This is an optimization exercise on Yosys and OpenROAD, whose aim is small area, not a production implementation. RTL that was checked went through simulation tests only; none was proved equivalent to the original. No activity file was given, so power comes from the tool's default toggle rates.

// ReactionGame
module ReactionGame(
    input  wire clk,
    input  wire rst,
    input  wire start,
    input  wire switchP1,
    input  wire switchP2,
    output wire [6:0] cathode,
    output wire [3:0] anode,
    output wire dp
);
Size: about 860 cells after synthesis, ~120 flip-flops, roughly 17 I/O pins, about 6200 µm² of cells after synthesis.
Settings: LEC_CHECK=0, ABC_AREA=1, CAP_MARGIN=20, CORE_MARGIN=2, CORE_UTILIZATION=40, CTS_CLUSTER_DIAMETER=100, CTS_CLUSTER_SIZE=40, SLEW_MARGIN=20; clock period 10.0 ns.
run.sh (not shown) runs the stock make flow with config.mk's settings and CLKGATE_MAP_FILE= SYNTH_SCRIPT=/design/flow/synth_recipe.tcl, a recipe that flattens the netlist after the stock synthesis.
Rerun with:
Settings changed: CTS_CLUSTER_DIAMETER 100 to default, CTS_CLUSTER_SIZE 40 to default.
Effect: Synthesized area is unchanged; worst setup slack does not change; hold slack does not change; clock-buffer cell count is unchanged; wire length stays the same.
Rerun with:
Settings changed: ABC_AREA 1 to default.
The new run finished with timing, DRC and antenna clean.
Final area went up slightly.
Routed wire length went down slightly.
Power went up slightly.

---

Setup of build 52:
ReactionGame, a different RTL version from the one above (not shown whole).
Size: roughly 120 flip-flops, about 5800 µm² of cells after synthesis.
export LEC_CHECK = 0
export CAP_MARGIN = 20
export CORE_MARGIN = 2
export CORE_UTILIZATION = 40
export SLEW_MARGIN = 20
create_clock -name core_clock -period 10.0 [get_ports {clk}]
standard.sh (not shown) runs the stock make flow with config.mk's settings and CLKGATE_MAP_FILE= SYNTH_SCRIPT=/design/flow/synth_recipe.tcl, a recipe that flattens the netlist after the stock synthesis.
==> flow/flow/run.sh <==
#!/bin/bash
# The standard layout (standard.sh), with two changes:
#  - clock-tree synthesis adds no dummy loads and uses small clock buffers;
#  - ports are buffered with the smallest buffer.
export CTS_ARGS="-sink_clustering_enable -repair_clock_nets -dont_use_dummy_load -buf_list sky130_fd_sc_hd__clkbuf_4 -sink_clustering_size 30 -sink_clustering_max_diameter 100"
export BUFFER_PORTS_ARGS="-buffer_cell sky130_fd_sc_hd__buf_1"
bash standard.sh > standard.log 2>&1
Build 52 | status: complete | timing, DRC, antenna: pass
Input changes introduced in build 89 (baseline for comparison: build 52):
Settings: CTS_CLUSTER_DIAMETER: unset -> 60; CTS_BUF_LIST: unset -> sky130_fd_sc_hd__clkbuf_4; CTS_CLUSTER_SIZE: unset -> 30.
==> flow/run.sh (new file) <==
#!/bin/bash
# synth_recipe.tcl (not shown) runs the flow's synth.tcl, then flattens the netlist and writes it again
# the make line also repeats each setting of config.mk as NAME=value (left out here)
make -C /OpenROAD-flow-scripts/flow DESIGN_CONFIG=/design/flow/config.mk WORK_HOME=/design/flow/orfs CLKGATE_MAP_FILE= SYNTH_SCRIPT=/design/flow/synth_recipe.tcl finish
removed: flow/flow/run.sh
removed: flow/standard.sh
Build 89 reached the final stage; the timing, DRC and antenna checks on its layout passed.
Build 52 ran to completion and came out clean on the timing, DRC and antenna checks.
Between build 52 and build 89, signed area change from the synthesized netlist to the final layout increased.
Compared with build 52, in build 89 final-layout worst hold slack increased by 3.6 ps relative to the old numbers, wire length on met3 decreased 59 µm, number of fillers in the final layout closely matched the old numbers.
Here is what was changed in the inputs of build 75 compared with build 89.
Settings: CTS_BUF_LIST now sky130_fd_sc_hd__clkbuf_8, was sky130_fd_sc_hd__clkbuf_4; CTS_CLUSTER_SIZE now 100, was 30; CTS_CLUSTER_DIAMETER now 500, was 60.
## What came out
- Power per unit of standard cell area, build 75 vs build 89: up by a few percent
- Final routed wire length divided by cell count was lower in build 89 than in build 75.
- Wire length: build 75 vs build 89 up about 0.36%
- Of build 89 and build 75, the lower portion of the clock cycle consumed by the worst path in the final layout belongs to build 75.
- For total power, dividing the value from build 75 by the value from build 89 gives 1.07.
- Cell area after technology mapping came out exactly the same in build 89 and build 75.
- Share of cell area taken by flip-flops and latches was lower in build 75 than in build 89.
- Worst hold margin sits lower in build 75 than in build 89.
[inputs] build 20 vs build 75
Settings: CTS_CLUSTER_SIZE no longer set, was 100; CTS_CLUSTER_DIAMETER no longer set, was 500; CTS_BUF_LIST no longer set, was sky130_fd_sc_hd__clkbuf_8.
==> flow/flow/run.sh (new file) <==
#!/bin/bash
# The standard layout (standard.sh), with two changes:
#  - clock-tree synthesis adds no dummy loads and uses small clock buffers;
#  - ports are buffered with the smallest buffer.
export CTS_ARGS="-sink_clustering_enable -repair_clock_nets -dont_use_dummy_load -buf_list sky130_fd_sc_hd__clkbuf_4"
export BUFFER_PORTS_ARGS="-buffer_cell sky130_fd_sc_hd__buf_1"
bash standard.sh > standard.log 2>&1
==> flow/standard.sh (new file) <==
#!/bin/bash
# synth_recipe.tcl (not shown) runs the flow's synth.tcl, then flattens the netlist and writes it again
# the make line also repeats each setting of config.mk as NAME=value (left out here)
make -C /OpenROAD-flow-scripts/flow DESIGN_CONFIG=/design/flow/config.mk WORK_HOME=/design/flow/orfs CLKGATE_MAP_FILE= SYNTH_SCRIPT=/design/flow/synth_recipe.tcl "${@:-finish}"
removed: flow/run.sh
==> comparison <==
Final cell count, build 20 vs build 75: down slightly. Compared with build 75, in build 20 design area fell by 5.8%; final HPWL from detailed placement fell by 1.1%; global-route usage fell by 0.30 points; data required time at the worst endpoint stayed essentially flat. The higher routed metal-1 wirelength of build 75 and build 20 is in build 20. Looking at worst slew slack as a fraction of its limit, build 20 sits above build 75. From build 20 to build 75, non-clock buffer count did not move at all. The register-to-register slack number comes out higher for build 20 vs build 75.
No functional check of the RTL was part of any run of this note.

---

Setup of JK:
Another version of the RTL of ReactionGame (not shown whole).
Size in the first run: about 110 flip-flops, roughly 17 I/O pins, ~4300 um^2 of cells after synthesis.
Design ReactionGame, start of the top module:
module ReactionGame(
    input  wire clk,
    input  wire rst,
    input  wire start,
    input  wire switchP1,
    input  wire switchP2,
    output wire [6:0] cathode,
    output wire [3:0] anode,
    output wire dp
);
reg [1:0] st_c, p1_c, p2_c;
reg st_db, p1_db, p2_db;
always @(posedge clk) begin
    st_c  <= {start & (st_c[0] | st_c[1]), start & ~st_c[1]};
    st_db <= start & st_c[1] & ~st_c[0];
    p1_c  <= {switchP1 & (p1_c[0] | p1_c[1]), switchP1 & ~p1_c[1]};
    p1_db <= switchP1 & p1_c[1] & ~p1_c[0];
    p2_c  <= {switchP2 & (p2_c[0] | p2_c[1]), switchP2 & ~p2_c[1]};
    p2_db <= switchP2 & p2_c[1] & ~p2_c[0];
end
reg [2:0] L;
reg [6:0] M;
reg [1:0] T;
wire L_end = (L == 3'd7);
wire M_end = &M[6:2];                      
always @(posedge clk) begin
    if (rst) begin
        L <= 3'd0;
        M <= 7'd0;
        T <= 2'd0;
    end else begin
        L <= L + 3'd1;
        if (L_end) begin
            if (M_end) begin
                M <= 7'd0;
                T <= T + 2'd1;
            end else begin
                M <= M + 7'd1;
            end
        end
    end
end
wire tick_1k   = (L[1:0] == 2'b01);         
wire clk_1k    = L[1];                      
wire tick_disp = (L == 3'd3);               
wire tick_cd   = L_end & M_end & (T == 2'd1);  
wire blink     = T[0];                      
wire [1:0] scr = M[1:0] + T;                
reg [1:0] cd_a;
reg cd_f;
wire cd_fresh = ~cd_f & cd_a[1];              
wire cd_act   = cd_f | cd_a[1];               
wire cd_done  = ~cd_f & ~cd_a[1] & cd_a[0];
always @(posedge clk) begin
    if (rst) begin
        cd_a <= 2'd0;
        cd_f <= 1'b0;
    end else if (st_db) begin
  ...
clock: 10.0 ns
lec_check: 0
cap_margin: 20
core_margin: 2
core_utilization: 40
slew_margin: 20
==> flow/flow/run.sh <==
#!/bin/bash
# The standard layout (standard.sh) with these changes:
#  - synthesis maps logic with an area-oriented ABC script and lets ABC
#    map the adders too (no separate half/full-adder extraction);
#  - clock-tree synthesis adds no dummy loads and uses small clock buffers;
#  - ports are buffered with the smallest buffer.
set -e
export FLOW_FLOW_DIR=$PWD/flow
# flow/synth.tcl followed by the rest of synth_recipe.tcl (all but its first line)
{ cat flow/synth.tcl; tail -n +2 synth_recipe.tcl; } > my_synth.tcl
export CTS_ARGS="-sink_clustering_enable -repair_clock_nets -dont_use_dummy_load -buf_list sky130_fd_sc_hd__clkbuf_8"
export BUFFER_PORTS_ARGS="-buffer_cell sky130_fd_sc_hd__buf_1"
bash standard.sh SYNTH_SCRIPT=$PWD/my_synth.tcl ADDER_MAP_FILE= finish > standard.log 2>&1
==> flow/flow/abc_area.script <==
strash
&get -n
&deepsyn -J 300 -T 200
&dch -f
&nf -p -R 1000
&put
mfs2
strash
&get -n
&dch -f
&nf -p -R 1000 -F 8 -A 4 -a
&put
topo
dnsize -c
==> flow/flow/synth.tcl <==
# The standard flow's synthesis (synth_recipe.tcl) with one change: ABC maps the logic
# with the area-oriented script flow/abc_area.script instead of ORFS's
# speed script. Registers are untouched (ABC runs without -dff).
proc synth {args} { yosys synth -nofsm -noshare {*}$args }
proc abc {args} {
  set i [lsearch -exact $args -script]
  if { $i >= 0 } {
    lset args [expr {$i + 1}] $::env(FLOW_FLOW_DIR)/abc_area.script
  }
  yosys abc {*}$args
}
JK finished end to end and its layout was clean on timing, DRC and antenna.
Input changes introduced in TR (baseline for comparison: JK):
==> flow/flow/abc_area.script <==
strash
&get -n
&deepsyn -T 30
&put
dch -f
map -a
mfs2
strash
&get -n
&deepsyn -T 30
&put
dch -f
map -a
topo
dnsize -c
- TR: flow completed, timing, DRC and antenna clean
- Startpoint of the most critical setup path = T[0]: TR; startpoint of the most critical setup path = M[1]: JK
- Against JK, wire length in TR rose slightly.
- Note that the count of different cell masters after synthesis recorded for JK amounts to 1.5 times the value seen in TR.
- Between TR and JK, the fraction of power consumed by the clock network figures differ only marginally.
- TR against JK; count of inserted tapcells is up by a few percent.
- Of JK and TR, the run reporting the higher global-route usage was TR.
- [compare] base=JK new=TR: total chip power higher; design area went up 4.1%; synthesized netlist cell count grew by about 26%; cell count rose by 132.

afterwards: timing with drivers on the ports:
The results above use ideal ports. As a check the final layouts listed here were re-extracted and re-timed, cells and wires unchanged.
Step 1 (the two cells are an assumption about what drives the block):
set clk [get_ports {clk}]
set_driving_cell -lib_cell sky130_fd_sc_hd__clkbuf_16 $clk
set_driving_cell -lib_cell sky130_fd_sc_hd__buf_2 [delete_from_list [all_inputs] $clk]
Step 2 adds t to the input delays and takes it off the output delays; t is the mean of the earliest and latest rising clock arrival at the registers after step 1. Input paths then give back, and output paths get back, about the clock's delay inside the block.
a / b / c = ideal / step 1 / step 2; a / b = the first two.
run | t (ns) | slack for setup (ns) | worst hold slack (ns)
the first run of note 1 | 0.455 | 5.549 / 5.509 / 5.964 | 0.404 / 0.404 / 0.404
the second run of note 1 | 0.455 | 5.549 / 5.509 / 5.964 | 0.404 / 0.404 / 0.404
the third run of note 1 | 0.463 | 5.370 / 5.329 / 5.379 | 0.412 / 0.412 / 0.412
build 52 | 0.557 | 5.485 / 5.450 / 6.007 | 0.417 / 0.417 / 0.417
build 89 | 0.565 | 5.006 / 4.970 / 5.534 | 0.420 / 0.420 / 0.420
build 75 | 0.466 | 5.139 / 5.102 / 5.567 | 0.416 / 0.416 / 0.416
build 20 | 0.557 | 5.485 / 5.450 / 6.007 | 0.417 / 0.417 / 0.417
JK | 0.393 | 5.810 / 5.776 / 6.147 | 0.417 / 0.417 / 0.417
TR | 0.397 | 5.799 / 5.763 / 5.870 | 0.400 / 0.400 / 0.400
After both steps every run listed still meets setup and hold.
